This design comes from an exercise in tuning for small area on the open sky130 flow, not from production work. Where RTL was checked, it was by simulation tests only, not by an equivalence proof against the original. No functional check of the RTL was part of runs 2 to 4. No driver is modelled on the clock port, so clocking that relies on it looks cheaper here than on a real chip. Power and IR drop assume default switching activity.

==> design/flow/design.v <==
module apb_logi (input pclk,
                 input reset_n,
                 input [31:0] paddress,
                 input pwrite,
                 input pselx,
                 input penable,
                 input [31:0] pwdata,
                 output reg pslverr,
                 output reg pready,
                 output [31:0] prdata
                 );
reg [2:0]  code1;
reg [31:0] wd1;
reg [31:0] rw;
reg [31:0] wo;
reg        zrw, zwo;
reg        srw, swo, saa;
wire adr_ok = ~|{paddress[31:4], paddress[1:0]};
wire refused = (paddress[3] & ~paddress[2] & ~pwrite) |
               (paddress[3] &  paddress[2] &  pwrite);
wire valid = pselx & adr_ok & ~refused;
wire [2:0] code = valid ? {paddress[3:2], pwrite} : 3'b100;
wire first = penable & pselx & (code1 != 3'b111);
wire match = valid & (code1 == code) & (pwdata == wd1);
wire ok = first & match;
always @(posedge pclk) begin
   code1 <= penable ? 3'b111 : code;
   wd1   <= pwdata;
   pready  <= reset_n & first;
   pslverr <= reset_n & first & ~match;
   srw <= ok & (code == 3'b010) & ~zrw;
   swo <= ok & (code == 3'b000) & ~zwo;
   saa <= ok & (code == 3'b110);
   if (ok & (code == 3'b011))
      rw <= pwdata;
   if (ok & (code == 3'b101))
      wo <= pwdata;
   if (~reset_n) begin
      zrw <= 1'b1;
      zwo <= 1'b1;
   end else begin
      if (ok & (code == 3'b011))
         zrw <= 1'b0;
      if (ok & (code == 3'b101))
         zwo <= 1'b0;
   end
end
assign prdata = ({32{srw}} & rw) | ({32{swo}} & wo) | ({32{saa}} & 32'h000000AA);
endmodule
==> design/flow/flow/run.sh <==
#!/bin/bash
# Standard ORFS layout, except:
#  - synthesis is the standard synthesis with an area-oriented ABC script
#    (flow/abc_area.script) for the combinational logic; registers are untouched;
#  - the ports are buffered with the smallest buffer;
#  - the clock tree is built by flow/clock_tree.tcl instead of ORFS's CTS step.
set -euo pipefail
W=$PWD
cat > $W/area_synth.tcl <<EOT
puts "area_synth: ABC script $W/flow/abc_area.script"
proc abc {args} {
  set i [lsearch \$args -script]
  set args [lreplace \$args \$i [expr {\$i+1}] -script $W/flow/abc_area.script]
  yosys abc {*}\$args
}
source $W/synth_recipe.tcl
EOT
export BUFFER_PORTS_ARGS="-buffer_cell sky130_fd_sc_hd__buf_1"
bash standard.sh SYNTH_SCRIPT=$W/area_synth.tcl place > standard_place.log 2>&1
export RESULTS=$W/orfs/results/sky130hd/apb_logi/base
export CLK_LEAVES=4 CLK_LEAF_BUF=sky130_fd_sc_hd__clkbuf_16 CLK_ROOTS=0 CLK_ROOT_BUF=sky130_fd_sc_hd__clkbuf_8
export CELL_PAD=0
openroad -no_init -exit $W/flow/clock_tree.tcl > clock_tree.log 2>&1
cp $RESULTS/3_place.sdc $RESULTS/4_cts.sdc
bash standard.sh SYNTH_SCRIPT=$W/area_synth.tcl finish > standard_finish.log 2>&1
==> design/flow/flow/abc_area.script <==
strash
&get -n
&st
&syn2
&dch -f
&nf -a
&st
&dch -f
&nf -a
&put
topo
==> design/flow/flow/clock_tree.tcl <==
# Clock tree built by hand in place of ORFS's CTS step: the flip-flops are
# split by k-means on their placed positions into $CLK_LEAVES groups, each
# driven by one $CLK_LEAF_BUF placed at its centre. With CLK_ROOTS > 0 the
# leaf buffers are in turn grouped under $CLK_ROOTS buffers of $CLK_ROOT_BUF.
set R $::env(RESULTS)
set P $::env(FLOW_HOME)/platforms/sky130hd
read_liberty $P/lib/sky130_fd_sc_hd__tt_025C_1v80.lib
read_db $R/3_place.odb
read_sdc $R/3_place.sdc
source $P/setRC.tcl

proc kmeans {pts K} {
  set s [lsort -integer -index 0 $pts]
  set n [llength $s]
  set cs {}
  for {set k 0} {$k < $K} {incr k} {
    set p [lindex $s [expr {int(($k + 0.5) * $n / $K)}]]
    lappend cs [list [lindex $p 0] [lindex $p 1]]
  }
  for {set it 0} {$it < 50} {incr it} {
    set groups {}
    for {set k 0} {$k < $K} {incr k} { lappend groups {} }
    foreach p $pts {
      set best 0
      set bd 1e18
      for {set k 0} {$k < $K} {incr k} {
        set c [lindex $cs $k]
        set d [expr {abs([lindex $p 0] - [lindex $c 0]) + abs([lindex $p 1] - [lindex $c 1])}]
        if {$d < $bd} { set bd $d; set best $k }
      }
      lset groups $best [concat [lindex $groups $best] [list $p]]
    }
    set cs {}
    foreach g $groups {
      set sx 0; set sy 0; set m [llength $g]
      if {$m == 0} { lappend cs {0 0}; continue }
      foreach p $g { set sx [expr {$sx + [lindex $p 0]}]; set sy [expr {$sy + [lindex $p 1]}] }
      lappend cs [list [expr {$sx / $m}] [expr {$sy / $m}]]
    }
  }
  return [list $groups $cs]
}

proc buffer_groups {pts K cell prefix} {
  lassign [kmeans $pts $K] groups cs
  set out {}
  set i 0
  foreach g $groups c $cs {
    if {[llength $g] == 0} continue
    set pl {}
    foreach p $g { lappend pl [get_pins [lindex $p 2]] }
    set x [expr {[lindex $c 0] / 1000.0}]
    set y [expr {[lindex $c 1] / 1000.0}]
    puts "clock_tree: ${prefix}$i drives [llength $g] pins at ($x, $y)"
    insert_buffer -buffer_cell $cell -net pclk -load_pins $pl -location [list $x $y] \
      -buffer_name ${prefix}$i -net_name ${prefix}net$i
    lappend out [list [lindex $c 0] [lindex $c 1] ${prefix}$i/A]
    incr i
  }
  return $out
}

set sinks {}
foreach inst [[ord::get_db_block] getInsts] {
  if {![[$inst getMaster] isSequential]} continue
  set loc [$inst getLocation]
  lappend sinks [list [lindex $loc 0] [lindex $loc 1] "[$inst getName]/CLK"]
}
puts "clock_tree: [llength $sinks] flip-flops"
set leaves [buffer_groups $sinks $::env(CLK_LEAVES) $::env(CLK_LEAF_BUF) clkleaf_]
if {$::env(CLK_ROOTS) > 0} {
  buffer_groups $leaves $::env(CLK_ROOTS) $::env(CLK_ROOT_BUF) clkroot_
}
foreach net [[ord::get_db_block] getNets] {
  if {[string match clk* [$net getName]] || [$net getName] eq "pclk"} {
    $net setSigType CLOCK
  }
}

set_placement_padding -global -left $::env(CELL_PAD) -right $::env(CELL_PAD)
detailed_placement
check_placement -verbose
set_propagated_clock [all_clocks]
estimate_parasitics -placement
report_clock_skew
report_worst_slack -min
report_worst_slack -max
report_check_types -max_slew -max_capacitance -violators
write_db $R/4_1_cts.odb
==> design/flow/standard.sh <==
#!/bin/bash
# synth_recipe.tcl (not shown) runs the flow's synth.tcl, then flattens the netlist and writes it again
# the make line also repeats each setting of config.mk as NAME=value (left out here)
make -C /OpenROAD-flow-scripts/flow DESIGN_CONFIG=/design/flow/config.mk WORK_HOME=/design/flow/orfs CLKGATE_MAP_FILE= SYNTH_SCRIPT=/design/flow/synth_recipe.tcl "${@:-finish}"
==> design/flow/config.mk <==
export PLATFORM = sky130hd
export DESIGN_NAME = apb_logi
export DESIGN_NICKNAME = apb_logi
export VERILOG_FILES = /design/flow/design.v
export SDC_FILE = /design/flow/constraint.sdc
export NUM_CORES = 4
export LEC_CHECK = 0
export CAP_MARGIN = 20
export CORE_MARGIN = 2
export CORE_UTILIZATION = 40
export SLEW_MARGIN = 20
==> design/flow/constraint.sdc <==
create_clock -name core_clock -period 5.0 [get_ports {pclk}]
set_input_delay 1.0000 -clock core_clock [delete_from_list [all_inputs] [get_ports {pclk}]]
set_output_delay 1.0000 -clock core_clock [all_outputs]
set_load 0.01 [all_outputs]
==> impl_metrics.sql, run 1 <==
INSERT INTO impl_metrics (metric_group, metric, value, unit) VALUES
('drt', 'routedLengthMet1', '3066', 'um'),
('timing', 'max_clock_freq', '0.2862', 'GHz'),
('place', 'placement.io_buffers', '102', ''),
('power_and_ir_drop', 'power.sequential.fraction', '0.695', ''),
('power_and_ir_drop', 'cell_internal_pwr', '0.001120', 'W'),
('die', 'design.core.area', '0.008763', 'mm^2'),
('grt', 'overflow', '0', ''),
('setup_path', 'worst_ep_required_time', '4810', 'ps'),
('finish', 'areaGrowthSynthToFinish', '18.66', '%'),
('setup_path', 'cp-start-kind', 'input port', ''),
('drt', 'ant_nets', '0', ''),
('setup_path', 'cp_max_fo', '33', ''),
('setup_path', 'setup_crit_end_kind', 'flop', ''),
('logic_synthesis', 'synth.top_cells.by_area', 'sky130_fd_sc_hd__edfxtp_1 53%, sky130_fd_sc_hd__dfxtp_1 23%, sky130_fd_sc_hd__xnor2_1 8.7%, sky130_fd_sc_hd__a22o_1 6.7%, sky130_fd_sc_hd__nand4_1 1.9%', ''),
('setup_path', 'reg2reg_from', 'code1[2]', ''),
('logic_synthesis', 'yosysUniqueCellTypes', '22', ''),
('power_and_ir_drop', 'peakVddDrop', '0.1692', 'mV'),
('setup_path', 'r2r-end', 'wo[23]', ''),
('logic_synthesis', 'synth_fp_nets', '290', ''),
('logic_synthesis', 'yosysTopAreaCellShare', '0.5278', ''),
('place', 'post-place-ws', '1342', 'ps'),
('power_and_ir_drop', 'switchingPower', '0.0002394', 'W'),
('logic_synthesis', 'postSynthRegisterBits', '106', ''),
('finish', 'final_common_cell', 'sky130_fd_sc_hd__buf_1', ''),
('timing', 'setup_ws_post_layout', '1506', 'ps'),
('timing', 'timing.slew.headroom', '0.5446', ''),
('place', 'number_of_cells_in_the_design_after_placement', '436', ''),
('place', 'gp_routability_congestion', '0.7682', ''),
('logic_synthesis', 'mappedNetlistArea', '0.003641', 'mm^2'),
('drt', 'detailroute.via_count', '2201', ''),
('drt', 'route.met2.wl', '3316', 'um'),
('timing', 'finalWorstPathRequiredPeriod', '3494', 'ps'),
('die', 'die-height', '99.41', 'um'),
('power_and_ir_drop', 'clockPowerShare', '0.255', ''),
('place', 'place_hpwl', '4800', 'um'),
('timing', 'drv_slew', '0', ''),
('logic_synthesis', 'synth_largest_area_cell', 'sky130_fd_sc_hd__edfxtp_1', ''),
('logic_synthesis', 'ys_seq_area_frac', '0.7588', ''),
('timing', 'final_count_of_negative_setup_slack_endpoints', '0', ''),
('finish', 'most-common-layout-cells', '102 x sky130_fd_sc_hd__buf_1, 64 x sky130_fd_sc_hd__edfxtp_1, 42 x sky130_fd_sc_hd__dfxtp_1', ''),
('timing', 'finalHoldViolCount', '0', ''),
('timing', 'finClkSkew', '21.34', 'ps'),
('drt', 'avgViaCountPerCell', '5.002', ''),
('logic_synthesis', 'number_of_cells_produced_by_synthesis', '221', ''),
('die', 'initial_utilization', '0.4155', ''),
('power_and_ir_drop', 'power_density', '314.6', 'mW/mm^2'),
('drt', 'detailedRoute.firstIterationViolations', '73', ''),
('drt', 'drc', '0', ''),
('grt', 'grt_start_max_net_pins', '34', ''),
('power_and_ir_drop', 'p_sw_frac', '0.1762', ''),
('timing', 'fin_worst_hold_slack', '441.2', 'ps'),
('power_and_ir_drop', 'comb_power_share', '0.050', ''),
('clock_tree', 'insertion_delay', '170', 'ps'),
('die', 'fp-row-count', '34', ''),
('worst_hold_path', 'hold_end', 'srw', ''),
('drt', 'route.final.wire_length', '6819', 'um'),
('grt', 'track_usage', '0.1338', ''),
('die', 'io_pins', '103', ''),
('worst_hold_path', 'worst_hold_path.num_cells', '1', ''),
('clock_tree', 'clock_pin_transition_on_the_worst_setup_and_hold_timing_paths', '110', 'ps'),
('setup_path', 'crit_arrival', '3300', 'ps'),
('die', 'area_enclosed_by_the_die_boundary', '0.009881', 'mm^2'),
('drt', 'met3_wirelength', '365', 'um'),
('setup_path', 'ff2ff_path_depth', '6', ''),
('timing', 'fin_crit_share', '0.6989', ''),
('finish', 'antennaDiodeCount', '0', ''),
('run_status', 'result_of_the_run', 'no timing/DRC/antenna violations', ''),
('worst_hold_path', 'holdCritStartpoint', 'zrw', ''),
('drt', 'firstDrtPassIters', '4', ''),
('grt', 'antenna_found_initial', '0', ''),
('logic_synthesis', 'synth_area_per_cell', '16.48', 'um^2');
==> Yosys cell counts <==
cell type,number
sky130_fd_sc_hd__nand4_1,11
sky130_fd_sc_hd__and2_0,3
sky130_fd_sc_hd__a2111oi_0,1
sky130_fd_sc_hd__nand2b_1,2
sky130_fd_sc_hd__o21ai_0,2
sky130_fd_sc_hd__nor3_1,3
sky130_fd_sc_hd__edfxtp_1,64
sky130_fd_sc_hd__nor4_1,10
sky130_fd_sc_hd__clkinv_1,2
sky130_fd_sc_hd__nor2_1,1
sky130_fd_sc_hd__nand2_1,3
sky130_fd_sc_hd__a21oi_1,1
sky130_fd_sc_hd__a31oi_1,1
sky130_fd_sc_hd__and4_1,1
sky130_fd_sc_hd__a21o_1,1
sky130_fd_sc_hd__nand3_1,2
sky130_fd_sc_hd__and3_1,1
sky130_fd_sc_hd__dfxtp_1,42
sky130_fd_sc_hd__nor3b_1,2
sky130_fd_sc_hd__a22o_1,28
sky130_fd_sc_hd__a221o_1,4
sky130_fd_sc_hd__xnor2_1,36
==> metal layers <==
metal	vias up	GRT usage
li1	1080	-
met1	1041	0.1836
met2	75	0.2417
met3	5	0.01335
met4	0	0.01054
met5	-	0
==> state kept, by name, indices dropped and copies added, names as in the netlist <==
signal   count
code1        3
pready       1
pslverr      1
rw          32
saa          1
srw          1
swo          1
wd1         32
wo          32
zrw          1
zwo          1
==> power groups by stage <==
stage	clock (W)	combinational [W]	sequential [W]
floorplan	0	0.0000302	0.000965
global placement	0	0.0000678	0.000965
detailed placement	0	0.0000688	0.000965
global route	0.000388	0.0000767	0.000946
finish	0.000346	0.0000680	0.000945
==> cells by family (layout without fill, tap and decap cells) <==
kind of cell	after synthesis	after routing	synth area share
XOR/XNOR	36	36	0.08660
AND/OR/NAND/NOR	39	39	0.06392
flip-flops	106	106	0.7588
AO/OA/AOI/OAI	38	38	0.08866
buffers and inverters	2	113	0.002063
==> final cells by class <==
type	count	area (um^2)	area share
Clock buffer	4	100.1	0.02317
Multi-Input combinational cell	113	894.6	0.2071
Tap cell	108	135.1	0.03128
Sequential cell	106	2763	0.6394
Inverter	2	7.507	0.001738
Timing Repair Buffer	107	420.4	0.09731
==> worst max-delay path by stage <==
stage / from / endpoint
global placement: paddress[3] / wo[22]
finish: paddress[19] / wo[23]
global route: paddress[19] / wo[23]
detailed placement: paddress[19] / wo[13]
floorplan: paddress[19] / rw[0]
==> per-stage QoR <==
step                instance area, um^2  total power, W    util
floorplan                          3647       0.0009952       -
global placement                   4220        0.001033  0.4816
detailed placement                 4220        0.001034  0.4816
global route                       4320        0.001411  0.4930
finish                             4320        0.001359  0.4930
==> worst max-delay path, stage by stage <==
cell,delay [ps]
sky130_fd_sc_hd__buf_1,70
sky130_fd_sc_hd__nor4_1,300
sky130_fd_sc_hd__nand4_1,210
sky130_fd_sc_hd__nor3_1,620
sky130_fd_sc_hd__nand2_1,270
sky130_fd_sc_hd__a2111oi_4,360
sky130_fd_sc_hd__buf_4,450
==> run 2: changes to the inputs <==
--- a/design/flow/design.v
+++ b/design/flow/design.v
@@ -13,7 +13,7 @@
 reg [31:0] wd1;
 reg [31:0] rw;
 reg [31:0] wo;
-reg        zrw, zwo;
+reg        wrw, wwo;
 reg        srw, swo, saa;
 wire adr_ok = ~|{paddress[31:4], paddress[1:0]};
 wire refused = (paddress[3] & ~paddress[2] & ~pwrite) |
@@ -28,21 +28,21 @@
    wd1   <= pwdata;
    pready  <= reset_n & first;
    pslverr <= reset_n & first & ~match;
-   srw <= ok & (code == 3'b010) & ~zrw;
-   swo <= ok & (code == 3'b000) & ~zwo;
+   srw <= ok & (code == 3'b010) & wrw;
+   swo <= ok & (code == 3'b000) & wwo;
    saa <= ok & (code == 3'b110);
    if (ok & (code == 3'b011))
       rw <= pwdata;
    if (ok & (code == 3'b101))
       wo <= pwdata;
    if (~reset_n) begin
-      zrw <= 1'b1;
-      zwo <= 1'b1;
+      wrw <= 1'b0;
+      wwo <= 1'b0;
    end else begin
       if (ok & (code == 3'b011))
-         zrw <= 1'b0;
+         wrw <= 1'b1;
       if (ok & (code == 3'b101))
-         zwo <= 1'b0;
+         wwo <= 1'b1;
    end
 end
 assign prdata = ({32{srw}} & rw) | ({32{swo}} & wo) | ({32{saa}} & 32'h000000AA);
--- a/design/flow/flow/run.sh
+++ b/design/flow/flow/run.sh
@@ -18,7 +18,8 @@
 export BUFFER_PORTS_ARGS="-buffer_cell sky130_fd_sc_hd__buf_1"
 bash standard.sh SYNTH_SCRIPT=$W/area_synth.tcl place > standard_place.log 2>&1
 export RESULTS=$W/orfs/results/sky130hd/apb_logi/base
-export CLK_LEAVES=4 CLK_LEAF_BUF=sky130_fd_sc_hd__clkbuf_16 CLK_ROOTS=0 CLK_ROOT_BUF=sky130_fd_sc_hd__clkbuf_8
+export CLK_LEAVES=4 CLK_LEAF_BUF=sky130_fd_sc_hd__buf_16 CLK_ROOTS=0 CLK_ROOT_BUF=sky130_fd_sc_hd__buf_8
+export CLK_LEAF_SIZES="sky130_fd_sc_hd__buf_16 sky130_fd_sc_hd__buf_12 sky130_fd_sc_hd__buf_8 sky130_fd_sc_hd__buf_6 sky130_fd_sc_hd__buf_4" CLK_SLEW_TARGET=0.115
 export CELL_PAD=0
 openroad -no_init -exit $W/flow/clock_tree.tcl > clock_tree.log 2>&1
 cp $RESULTS/3_place.sdc $RESULTS/4_cts.sdc
--- a/design/flow/flow/clock_tree.tcl
+++ b/design/flow/flow/clock_tree.tcl
@@ -79,8 +79,44 @@
 
 set_placement_padding -global -left $::env(CELL_PAD) -right $::env(CELL_PAD)
 detailed_placement
+set_propagated_clock [all_clocks]
+estimate_parasitics -placement
+
+# Largest slew (ns) at the clock pins that buffer inst drives.
+proc sink_slew {inst} {
+  set mx 0
+  set net [[[ord::get_db_block] findInst $inst] findITerm X]
+  foreach it [[$net getNet] getITerms] {
+    if {[$it isOutputSignal]} continue
+    set s [get_property [get_pins [[$it getInst] getName]/[[$it getMTerm] getName]] slew_max]
+    if {$s > $mx} { set mx $s }
+  }
+  return $mx
+}
+
+# Shrink each leaf buffer while the slew at its flip-flops stays under
+# CLK_SLEW_TARGET (ns).
+set sizes $::env(CLK_LEAF_SIZES)
+foreach inst [get_cells clkleaf_*] {
+  set name [get_name $inst]
+  set cur [get_name [get_lib_cells -of_objects $inst]]
+  set i [lsearch $sizes $cur]
+  while {$i + 1 < [llength $sizes]} {
+    set nxt [lindex $sizes [expr {$i + 1}]]
+    replace_cell $inst $nxt
+    estimate_parasitics -placement
+    if {[sink_slew $name] > $::env(CLK_SLEW_TARGET)} {
+      replace_cell $inst $cur
+      estimate_parasitics -placement
+      break
+    }
+    set cur $nxt
+    incr i
+  }
+  puts "clock_tree: $name is $cur, slew [sink_slew $name]"
+}
+detailed_placement
 check_placement -verbose
-set_propagated_clock [all_clocks]
 estimate_parasitics -placement
 report_clock_skew
 report_worst_slack -min
==> impl_metrics.sql, run 2 <==
INSERT INTO impl_metrics (metric_group, metric, value, unit) VALUES
('run_status', 'result_of_the_run', 'no timing/DRC/antenna violations', ''),
('logic_synthesis', 'mappedNetlistArea', '0.003640', 'mm^2'),
('die', 'die-height', '99.39', 'um'),
('setup_path', 'worst_ep_required_time', '4810', 'ps'),
('logic_synthesis', 'number_of_cells_produced_by_synthesis', '218', ''),
('drt', 'firstDrtPassIters', '4', ''),
('setup_path', 'reg2reg_from', 'code1[2]', ''),
('die', 'design.core.area', '0.008763', 'mm^2'),
('logic_synthesis', 'synth_largest_area_cell', 'sky130_fd_sc_hd__edfxtp_1', ''),
('run', 'cap_viol_max_count', '0', ''),
('timing', 'finalHoldViolCount', '0', ''),
('logic_synthesis', 'synth_warnings', '1', ''),
('logic_synthesis', 'synth_simple_gate_area_frac', '0.06428', ''),
('worst_hold_path', 'holdCritStartpoint', 'wrw', ''),
('setup_path', 'r2r-end', 'wo[25]', ''),
('timing', 'fin_tns_setup', '0', 'ps'),
('die', 'area_enclosed_by_the_die_boundary', '0.009878', 'mm^2'),
('setup_path', 'crit_arrival', '3260', 'ps'),
('drt', 'avgViaCountPerCell', '5.078', ''),
('logic_synthesis', 'synth.top_cells.by_area', 'sky130_fd_sc_hd__edfxtp_1 53%, sky130_fd_sc_hd__dfxtp_1 23%, sky130_fd_sc_hd__xnor2_1 8.7%, sky130_fd_sc_hd__a22o_1 6.7%, sky130_fd_sc_hd__nand4_1 1.9%', ''),
('setup_path', 'timing.setup.critical_path_class', 'input port to flop', ''),
('clock_tree', 'insertion_delay', '140', 'ps'),
('finish', 'layout-drive-gt1-share', '0.03636', ''),
('die', 'fp-row-count', '34', ''),
('logic_synthesis', 'synth_xor_area_frac', '0.08663', ''),
('finish', 'antennaDiodeCount', '0', ''),
('grt', 'antenna_found_initial', '0', ''),
('clock_tree', 'clock_pin_transition_on_the_worst_setup_and_hold_timing_paths', '110', 'ps'),
('finish', 'areaGrowthSynthToFinish', '18.39', '%'),
('logic_synthesis', 'synth_area_per_cell', '16.70', 'um^2'),
('logic_synthesis', 'synth_fp_nets', '287', ''),
('timing', 'worstMarginPinSlew', '726.3', 'ps'),
('timing', 'finalWorstPathRequiredPeriod', '3446', 'ps'),
('setup_path', 'cp_max_fo', '23', ''),
('drt', 'detailedRoute.firstIterationViolations', '71', ''),
('die', 'die_w', '99.39', 'um'),
('power_and_ir_drop', 'power_density', '312.3', 'mW/mm^2'),
('timing', 'finClkSkew', '13.27', 'ps'),
('logic_synthesis', 'synthTopCellsByCount', '64 x sky130_fd_sc_hd__edfxtp_1, 42 x sky130_fd_sc_hd__dfxtp_1, 36 x sky130_fd_sc_hd__xnor2_1', ''),
('place', 'placement.cell_area', '0.004227', 'mm^2'),
('logic_synthesis', 'async_flop_share', '0', ''),
('drt', 'ant_nets', '0', ''),
('grt', 'first_global_vias', '2161', ''),
('worst_hold_path', 'worst_hold_path.num_cells', '1', ''),
('worst_hold_path', 'hold_path.class', 'flop to flop', ''),
('power_and_ir_drop', 'peakVddDrop', '0.1561', 'mV'),
('setup_path', 'cp-start-kind', 'input port', ''),
('grt', 'overflow', '0', ''),
('finish', 'final_common_cell', 'sky130_fd_sc_hd__buf_1', ''),
('timing', 'fin_worst_hold_slack', '477.9', 'ps'),
('logic_synthesis', 'postSynthRegisterBits', '106', ''),
('die', 'initial_utilization', '0.4153', ''),
('timing', 'max_clock_freq', '0.2902', 'GHz'),
('logic_synthesis', 'mux_contribution_to_synthesized_area', '0', ''),
('timing', 'setup_repair_after_global_routing_missed_its_margin', 'false', ''),
('grt', 'grt_first_pass_wirelength', '10740', 'um'),
('place', 'place_hpwl', '4891', 'um'),
('logic_synthesis', 'synth.most_common_cell', 'sky130_fd_sc_hd__edfxtp_1', ''),
('finish', 'reg_top3', 'rw: 32 flops, wd1: 32 flops, wo: 32 flops', ''),
('timing', 'final_count_of_negative_setup_slack_endpoints', '0', ''),
('timing', 'timing.slew.headroom', '0.5114', ''),
('logic_synthesis', 'synth_top_family_by_area', 'compound AO/OA/AOI/OAI gates', ''),
('finish', 'design_area', '0.004309', 'mm^2'),
('logic_synthesis', 'ys_seq_area_frac', '0.7590', ''),
('grt', 'track_usage', '0.1348', ''),
('place', 'placement.io_buffers', '102', ''),
('place', 'gp_routability_congestion', '0.7691', ''),
('die', 'io_pins', '103', ''),
('grt', 'grt_start_max_net_pins', '33', ''),
('logic_synthesis', 'yosysUniqueCellTypes', '20', ''),
('worst_hold_path', 'hold_end', 'wrw', ''),
('logic_synthesis', 'synth-main-ff-cell', 'sky130_fd_sc_hd__edfxtp_1', ''),
('power_and_ir_drop', 'leakagePower', '1.351', 'nW'),
('logic_synthesis', 'synth_edf_count', '64', ''),
('logic_synthesis', 'synth-compound-area-share', '0.09007', ''),
('logic_synthesis', 'yosysTopAreaCellShare', '0.5280', ''),
('drt', 'detail_route.wl_per_cell', '15.79', 'um'),
('timing', 'fin_crit_share', '0.6892', ''),
('logic_synthesis', 'synth_adder_area_share', '0', ''),
('setup_path', 'setup_slack_of_the_most_critical_reg_to_reg_path', '2250', 'ps'),
('drt', 'drc', '0', ''),
('drt', 'detailroute.via_count', '2224', ''),
('finish', 'nets', '401', ''),
('finish', 'most-common-layout-cells', '102 x sky130_fd_sc_hd__buf_1, 64 x sky130_fd_sc_hd__edfxtp_1, 42 x sky130_fd_sc_hd__dfxtp_1', ''),
('finish', 'nFillCells', '788', ''),
('drt', 'route.final.wire_length', '6916', 'um'),
('setup_path', 'ff2ff_path_depth', '6', ''),
('timing', 'drv_slew', '0', ''),
('setup_path', 'setup_crit_end_kind', 'flop', '');
-- run 2: worst max-delay path by stage --
stage	start	endpoint	slack, ps	cells after the start
2_1_floorplan	paddress[19]	rw[0]	220	5
5_1_grt	paddress[19]	wo[22]	1340	7
6_report	paddress[19]	wo[25]	1550	7
3_5_place_dp	paddress[19]	wo[22]	1400	7
3_3_place_gp	pwdata[30]	wo[29]	1520	7
-- run 2: report_power, final --
| part | switching, W | total, W | internal (W) |
|---|---|---|---|
| clock | 0.000199 | 0.000333 | 0.000134 |
| sequential | 0.00000651 | 0.000945 | 0.000939 |
| combinational | 0.0000338 | 0.0000678 | 0.0000340 |
| total | 0.000239 | 0.00135 | 0.00111 |
-- run 2: layout make-up --
type / count / area (um^2) / area share
timing repair buffer: 108 / 427.9 / 0.09930
tap: 108 / 135.1 / 0.03136
sequential: 106 / 2763 / 0.6411
clock buffer: 4 / 82.58 / 0.01916
multi-input combinational: 112 / 900.9 / 0.2091
-- run 2: cells by family after synthesis --
group                     after synthesis
AOI/OAI and AO/OA                      38
DFF                                   106
and+or+nand+nor                        38
xor gates and xnor gates               36
-- run 2: worst max-delay path, cell delays in order --
cell	delay, ps
sky130_fd_sc_hd__buf_1	70
sky130_fd_sc_hd__nor4_1	300
sky130_fd_sc_hd__nand4_1	220
sky130_fd_sc_hd__nor3_1	610
sky130_fd_sc_hd__nand2_1	270
sky130_fd_sc_hd__a2111oi_4	380
sky130_fd_sc_hd__buf_4	370
-- run 2: routing by layer --
layer  routed length, um  GRT usage  vias to the layer above  part of all wire
li1                    -          -                     1078                 -
met1                3094     0.1888                     1050              0.45
met2                3343     0.2406                       90              0.48
met3                 396    0.01124                        6             0.057
met4                  80    0.01054                        0             0.012
met5                   0          0                        -                 0
-- run 2: through the flow --
stage	util	total power (W)	cells	setup slack [ps]
detailed placement	0.4823	0.001034	434	1396
finish	0.4917	0.001346	438	1554
floorplan	-	0.0009953	218	220.5
global route	0.4917	0.001393	438	1344
global placement	0.4823	0.001033	434	1520
==> run 3: changes to the inputs <==
==> design/flow/flow/abc_area.script (replaced) <==
strash
&get -n
&st
&syn2
&dch -f
&nf -a
&st
&dch -f
&nf -a
&put
buffer -c
topo
==> impl_metrics.sql, run 3 <==
INSERT INTO impl_metrics (metric_group, metric, value, unit) VALUES
('drt', 'drc', '0', ''),
('timing', 'setup_repair_after_global_routing_missed_its_margin', 'false', ''),
('run_status', 'result_of_the_run', 'no timing/DRC/antenna violations', ''),
('logic_synthesis', 'yosysTopAreaCellShare', '0.5079', ''),
('die', 'area_enclosed_by_the_die_boundary', '0.01025', 'mm^2'),
('drt', 'detailroute.via_count', '2195', ''),
('drt', 'detailedRoute.firstIterationViolations', '57', ''),
('setup_path', 'crit_arrival', '3380', 'ps'),
('logic_synthesis', 'synth-main-ff-cell', 'sky130_fd_sc_hd__edfxtp_1', ''),
('timing', 'worstMarginPinSlew', '721.8', 'ps'),
('finish', 'areaGrowthSynthToFinish', '15.15', '%'),
('place', 'gp_routability_congestion', '0.7613', ''),
('power_and_ir_drop', 'power_density', '311.6', 'mW/mm^2'),
('logic_synthesis', 'ys_seq_area_frac', '0.7302', ''),
('die', 'fp-row-count', '35', ''),
('timing', 'max_clock_freq', '0.2775', 'GHz'),
('timing', 'finalWorstPathRequiredPeriod', '3603', 'ps'),
('die', 'io_pins', '103', ''),
('logic_synthesis', 'synth.top_cells.by_area', 'sky130_fd_sc_hd__edfxtp_1 51%, sky130_fd_sc_hd__dfxtp_1 22%, sky130_fd_sc_hd__xnor2_1 8.3%, sky130_fd_sc_hd__a22o_2 7.4%, sky130_fd_sc_hd__clkbuf_8 2.2%', ''),
('drt', 'detail_route.wl_per_cell', '16.10', 'um'),
('logic_synthesis', 'synth_warnings', '1', ''),
('finish', 'reg_top3', 'rw: 32 flops, wd1: 32 flops, wo: 32 flops', ''),
('setup_path', 'cp-start-kind', 'input port', ''),
('timing', 'finClkSkew', '24.75', 'ps'),
('power_and_ir_drop', 'peakVddDrop', '0.1769', 'mV'),
('drt', 'ant_nets', '0', ''),
('logic_synthesis', 'synth_edf_count', '64', ''),
('logic_synthesis', 'synth.most_common_cell', 'sky130_fd_sc_hd__edfxtp_1', ''),
('logic_synthesis', 'async_flop_share', '0', ''),
('drt', 'firstDrtPassIters', '4', ''),
('timing', 'fin_crit_share', '0.7206', ''),
('drt', 'avgViaCountPerCell', '5.000', ''),
('timing', 'fin_tns_setup', '0', 'ps'),
('logic_synthesis', 'mappedNetlistArea', '0.003784', 'mm^2'),
('logic_synthesis', 'synth_largest_area_cell', 'sky130_fd_sc_hd__edfxtp_1', ''),
('grt', 'grt_first_pass_wirelength', '10790', 'um'),
('finish', 'layout-drive-gt1-share', '0.1555', ''),
('finish', 'nets', '399', ''),
('finish', 'most-common-layout-cells', '102 x sky130_fd_sc_hd__buf_1, 64 x sky130_fd_sc_hd__edfxtp_1, 42 x sky130_fd_sc_hd__dfxtp_1', ''),
('die', 'die-height', '101.3', 'um'),
('finish', 'antennaDiodeCount', '0', ''),
('place', 'placement.io_buffers', '102', ''),
('grt', 'antenna_found_initial', '0', ''),
('timing', 'setup_ws_post_layout', '1397', 'ps'),
('die', 'design.core.area', '0.009196', 'mm^2'),
('place', 'number_of_cells_in_the_design_after_placement', '435', ''),
('grt', 'overflow', '0', ''),
('die', 'initial_utilization', '0.4114', ''),
('logic_synthesis', 'postSynthRegisterBits', '106', ''),
('place', 'place_hpwl', '4999', 'um'),
('setup_path', 'timing.setup.critical_path_class', 'input port to flop', ''),
('timing', 'timing.slew.headroom', '0.5151', ''),
('timing', 'drv_slew', '0', ''),
('setup_path', 'setup_crit_end_kind', 'flop', ''),
('setup_path', 'worst_ep_required_time', '4770', 'ps'),
('logic_synthesis', 'synth_fp_nets', '294', ''),
('finish', 'stdcell_count', '439', ''),
('run', 'cap_viol_max_count', '0', ''),
('timing', 'final_count_of_negative_setup_slack_endpoints', '0', ''),
('grt', 'track_usage', '0.1317', ''),
('logic_synthesis', 'number_of_cells_produced_by_synthesis', '225', ''),
('clock_tree', 'insertion_delay', '140', 'ps'),
('finish', 'nFillCells', '858', ''),
('power_and_ir_drop', 'leakagePower', '1.365', 'nW'),
('drt', 'route.final.wire_length', '7070', 'um'),
('power_and_ir_drop', 'totalPowerFinal', '0.001358', 'W'),
('grt', 'first_global_vias', '2127', ''),
('setup_path', 'cp_max_fo', '33', ''),
('finish', 'final_common_cell', 'sky130_fd_sc_hd__buf_1', ''),
('worst_hold_path', 'hold_path.class', 'flop to flop', ''),
('die', 'die_w', '101.3', 'um'),
('logic_synthesis', 'yosysUniqueCellTypes', '22', ''),
('logic_synthesis', 'synthTopCellsByCount', '64 x sky130_fd_sc_hd__edfxtp_1, 42 x sky130_fd_sc_hd__dfxtp_1, 36 x sky130_fd_sc_hd__xnor2_1', ''),
('logic_synthesis', 'synth_area_per_cell', '16.82', 'um^2'),
('timing', 'finalHoldViolCount', '0', ''),
('clock_tree', 'clock_pin_transition_on_the_worst_setup_and_hold_timing_paths', '110', 'ps'),
('place', 'post-place-ws', '1263', 'ps'),
('grt', 'grt_start_max_net_pins', '34', '');
==> run 3: through the flow <==
stage               instance area [um^2]    util  hold WS, ps
global placement                    4269  0.4642        450.8
detailed placement                  4269  0.4642        462.8
finish                              4357  0.4737        486.0
global route                        4357  0.4737        514.5
floorplan                           3790       -        432.7
==> run 3: final timing paths <==
| kind | start | endpoint | slack [ps] | depth (start not counted) |
|---|---|---|---|---|
| min | wrw | wrw | 490 | 1 |
| max reg2reg | wd1[14] | wo[10] | 2420 | 6 |
| min reg2reg | wrw | wrw | 490 | 1 |
| max | paddress[19] | wo[10] | 1400 | 7 |
==> run 3: cell families after synthesis <==
logic type | share of synthesized area
simple gates | 0.06515
xor+xnor | 0.08333
compound gates | 0.09755
flops | 0.7302
buf+inv | 0.02381
==> run 3: power breakdown <==
group	internal, W	total [W]	switching (W)
registers	0.000939	0.000945	0.00000639
logic	0.0000344	0.0000699	0.0000355
clock network	0.000143	0.000342	0.000199
==> run 3: critical path, stage by stage <==
cell and delay, ps:
sky130_fd_sc_hd__buf_1 70, sky130_fd_sc_hd__nor4_1 290, sky130_fd_sc_hd__nand4_1 240, sky130_fd_sc_hd__nor3_1 660
sky130_fd_sc_hd__nand2_1 260, sky130_fd_sc_hd__a2111oi_4 370, sky130_fd_sc_hd__buf_4 450
==> run 3: layer usage <==
| layer | global-route usage | vias up | share of wire |
|---|---|---|---|
| met2 | 0.2333 | 82 | 0.47 |
| met3 | 0.01449 | 8 | 0.057 |
| met5 | 0 | - | 0 |
| met4 | 0.01767 | 0 | 0.014 |
| li1 | - | 1075 | - |
| met1 | 0.1799 | 1030 | 0.46 |
==> run 3: cell type report <==
| cell class | instances | area (um^2) | share of cell area |
|---|---|---|---|
| clock buffers | 4 | 87.58 | 0.02010 |
| multi-input cells | 112 | 954.7 | 0.2191 |
| flip-flops and latches | 106 | 2763 | 0.6341 |
| well taps | 111 | 138.9 | 0.03188 |
| repair buffers | 106 | 412.9 | 0.09477 |
==> run 4: changes to the inputs <==
==> design/flow/flow/abc_area.script (replaced) <==
strash
&get -n
&st
&syn2
&dch -f
&nf -a
&st
&dch -f
&nf -a
&put
buffer -c
topo
stime -c
upsize -c
dnsize -c
==> impl_metrics.sql, run 4 <==
INSERT INTO impl_metrics (metric_group, metric, value, unit) VALUES
('power_and_ir_drop', 'power.sequential.fraction', '0.702', ''),
('logic_synthesis', 'mappedNetlistArea', '0.003739', 'mm^2'),
('timing', 'finalWorstPathRequiredPeriod', '3524', 'ps'),
('grt', 'grt_start_max_net_pins', '34', ''),
('power_and_ir_drop', 'leakagePower', '1.361', 'nW'),
('power_and_ir_drop', 'peakVddDrop', '0.1565', 'mV'),
('logic_synthesis', 'ys_seq_area_frac', '0.7390', ''),
('logic_synthesis', 'synth_warnings', '1', ''),
('grt', 'antenna_found_initial', '0', ''),
('drt', 'avgViaCountPerCell', '5.080', ''),
('logic_synthesis', 'synth_area_per_cell', '16.62', 'um^2'),
('grt', 'first_global_vias', '2193', ''),
('finish', 'nFillCells', '821', ''),
('power_and_ir_drop', 'p_sw_frac', '0.1799', ''),
('logic_synthesis', 'synth.most_common_cell', 'sky130_fd_sc_hd__edfxtp_1', ''),
('place', 'placement.io_buffers', '102', ''),
('die', 'die_w', '100.7', 'um'),
('power_and_ir_drop', 'cell_internal_pwr', '0.001104', 'W'),
('die', 'fp-row-count', '35', ''),
('setup_path', 'cp_max_fo', '33', ''),
('logic_synthesis', 'synth.top_cells.by_area', 'sky130_fd_sc_hd__edfxtp_1 51%, sky130_fd_sc_hd__dfxtp_1 22%, sky130_fd_sc_hd__xnor2_1 8.4%, sky130_fd_sc_hd__a22o_1 6.6%, sky130_fd_sc_hd__nand4_1 1.7%', ''),
('timing', 'finClkSkew', '9.790', 'ps'),
('die', 'io_pins', '103', ''),
('logic_synthesis', 'number_of_cells_produced_by_synthesis', '225', ''),
('finish', 'stdcell_count', '440', ''),
('drt', 'detail_route.wl_per_cell', '15.72', 'um'),
('finish', 'register_area', '0.002763', 'mm^2'),
('finish', 'multiInputGateArea', '963.4', 'um^2'),
('logic_synthesis', 'synth-main-ff-cell', 'sky130_fd_sc_hd__edfxtp_1', ''),
('timing', 'max_clock_freq', '0.2838', 'GHz'),
('setup_path', 'setup_crit_end_kind', 'flop', ''),
('finish', 'final_common_cell', 'sky130_fd_sc_hd__buf_1', ''),
('drt', 'firstDrtPassIters', '4', ''),
('timing', 'finalHoldViolCount', '0', ''),
('power_and_ir_drop', 'power_density', '308.4', 'mW/mm^2'),
('logic_synthesis', 'async_flop_share', '0', ''),
('drt', 'drc', '0', ''),
('logic_synthesis', 'synth_largest_area_cell', 'sky130_fd_sc_hd__edfxtp_1', ''),
('timing', 'fin_tns_setup', '0', 'ps'),
('grt', 'overflow', '0', ''),
('power_and_ir_drop', 'comb_power_share', '0.054', ''),
('grt', 'globalRoute.busiestLayer', 'met2', ''),
('die', 'initial_utilization', '0.4085', ''),
('finish', 'nets', '400', ''),
('die', 'area_enclosed_by_the_die_boundary', '0.01014', 'mm^2'),
('place', 'gp_routability_congestion', '0.7269', ''),
('finish', 'areaGrowthSynthToFinish', '16.77', '%'),
('drt', 'ant_nets', '0', ''),
('timing', 'timing.slew.headroom', '0.5283', ''),
('grt', 'global_route.usage.met1', '0.1908', ''),
('grt', 'gr-usage-met3', '0.01387', ''),
('timing', 'setup_repair_after_global_routing_missed_its_margin', 'false', ''),
('logic_synthesis', 'synthTopCellsByCount', '64 x sky130_fd_sc_hd__edfxtp_1, 42 x sky130_fd_sc_hd__dfxtp_1, 36 x sky130_fd_sc_hd__xnor2_1', ''),
('finish', 'antennaDiodeCount', '0', ''),
('finish', 'most-common-layout-cells', '102 x sky130_fd_sc_hd__buf_1, 64 x sky130_fd_sc_hd__edfxtp_1, 42 x sky130_fd_sc_hd__dfxtp_1', ''),
('finish', 'reg_top3', 'rw: 32 flops, wd1: 32 flops, wo: 32 flops', ''),
('die', 'design.core.area', '0.009153', 'mm^2'),
('logic_synthesis', 'postSynthRegisterBits', '106', ''),
('grt', 'grtUsageMet2', '0.2297', ''),
('logic_synthesis', 'synth_edf_count', '64', ''),
('timing', 'final_count_of_negative_setup_slack_endpoints', '0', ''),
('timing', 'drv_slew', '0', ''),
('logic_synthesis', 'synth_fp_nets', '294', ''),
('place', 'place_hpwl', '4900', 'um'),
('setup_path', 'worst_ep_required_time', '4790', 'ps'),
('worst_hold_path', 'hold_path.class', 'flop to flop', ''),
('drt', 'route.final.wire_length', '6916', 'um'),
('setup_path', 'cp-start-kind', 'input port', ''),
('drt', 'detailedRoute.firstIterationViolations', '43', ''),
('run_status', 'result_of_the_run', 'no timing/DRC/antenna violations', ''),
('grt', 'track_usage', '0.1338', ''),
('die', 'die-height', '100.7', 'um'),
('logic_synthesis', 'yosysTopAreaCellShare', '0.5141', ''),
('timing', 'fin_crit_share', '0.7047', ''),
('finish', 'layout-drive-gt1-share', '0.05775', ''),
('power_and_ir_drop', 'switchingPower', '0.0002422', 'W'),
('setup_path', 'timing.setup.critical_path_class', 'input port to flop', ''),
('setup_path', 'crit_arrival', '3310', 'ps'),
('place', 'number_of_cells_in_the_design_after_placement', '436', ''),
('clock_tree', 'insertion_delay', '140', 'ps'),
('clock_tree', 'clock_pin_transition_on_the_worst_setup_and_hold_timing_paths', '90', 'ps'),
('grt', 'grt_first_pass_wirelength', '10860', 'um'),
('logic_synthesis', 'yosysUniqueCellTypes', '27', ''),
('drt', 'detailroute.via_count', '2235', ''),
('run', 'cap_viol_max_count', '0', ''),
('timing', 'worstMarginPinSlew', '702.1', 'ps'),
('power_and_ir_drop', 'clockPowerShare', '0.244', '');
run 4: cell count changes in the layout (fill, tap and decap cells not counted), sizes merged:
| cell | change |
|---|---|
| buf | +1 |
| nand2b | +2 |
| or2b | -2 |
run 4: layout make-up:
cell class | instances | area share
sequential | 106 | 0.6328
multi-input combinational | 112 | 0.2207
timing repair buffer | 107 | 0.09630
tap | 111 | 0.03181
clock buffer | 4 | 0.01834
run 4: path summary, 6_finish.rpt:
path               startpoint     to  slack [ps]  cells past startpoint
setup reg to reg     code1[2]  wo[0]        2160                      6
hold reg to reg           wwo    wwo         480                      1
setup / recovery  paddress[3]  wo[0]        1480                      7
hold / removal            wwo    wwo         480                      1
run 4: critical path, cell delays in order:
cell and delay (ps):
sky130_fd_sc_hd__buf_1 130, sky130_fd_sc_hd__xnor2_1 280, sky130_fd_sc_hd__nand4_1 170, sky130_fd_sc_hd__nor4_1 600, sky130_fd_sc_hd__nand4_1 340, sky130_fd_sc_hd__a2111oi_4 340, sky130_fd_sc_hd__buf_4 460
run 4: per-stage QoR:
step           power (W)    util  setup WS [ps]  hold slack [ps]  area [um^2]
3_5_place_dp    0.001039  0.4682           1293            463.1         4285
3_3_place_gp    0.001036  0.4682           1373            459.4         4285
5_1_grt         0.001396  0.4770           1159            497.2         4365
6_report        0.001346  0.4770           1476            477.6         4365
2_1_floorplan  0.0009982       -          254.7            433.0         3739
run 4: logic make-up after synthesis:
family | after synthesis | share of synthesized area
XOR/XNOR | 36 | 0.08434
buffers and inverters | 7 | 0.008032
AND/OR/NAND/NOR | 38 | 0.07932
AO/OA/AOI/OAI | 38 | 0.08936
flip-flops | 106 | 0.7390
run 4: power by group through the flow:
stage	sequential, W	combinational, W	clock [W]
final	0.000945	0.0000720	0.000329
after floorplan	0.000965	0.0000332	0
after global placement	0.000965	0.0000714	0
after global routing	0.000946	0.0000806	0.000369
after detailed placement	0.000965	0.0000734	0
run 4: metal layers:
metal,part of all wire,vias to the layer above
met5,0,-
met4,0.011,0
met3,0.068,8
met2,0.46,84
met1,0.46,1068
li1,-,1075

==> afterwards: timing with drivers on the ports <==
In the flow no input, the clock included, has a driving cell. The finished layouts below were timed again as built, in two steps.
Step 1 sets driving cells, clkbuf_16 on the clock port and buf_2 on the other inputs (assumed; they add their load-dependent delay and slew).
Step 2, shift: input delay + t, output delay - t, t = (earliest + latest rising clock arrival at the registers) / 2. This alone moves slack from input paths to output paths.
a / b / c = ideal ports / drivers / drivers and shift; a / b = the first two.
run	t, ns	setup WS [ns]	hold WS [ns]	worst register clock-pin slew, ns
run 1	0.231	1.506 / 1.552 / 1.321	0.441 / 0.441 / 0.441	0.11 / 0.11
run 2	0.220	1.554 / 1.620 / 1.400	0.478 / 0.478 / 0.478	0.11 / 0.11
run 3	0.221	1.397 / 1.467 / 1.246	0.486 / 0.486 / 0.486	0.11 / 0.11
run 4	0.212	1.476 / 1.537 / 1.324	0.478 / 0.478 / 0.478	0.10 / 0.10
After both steps every run listed still meets setup and hold. For run 1, which loses most, drivers alone change the setup slack by +0.046 ns; drivers and shift together by -0.185 ns.
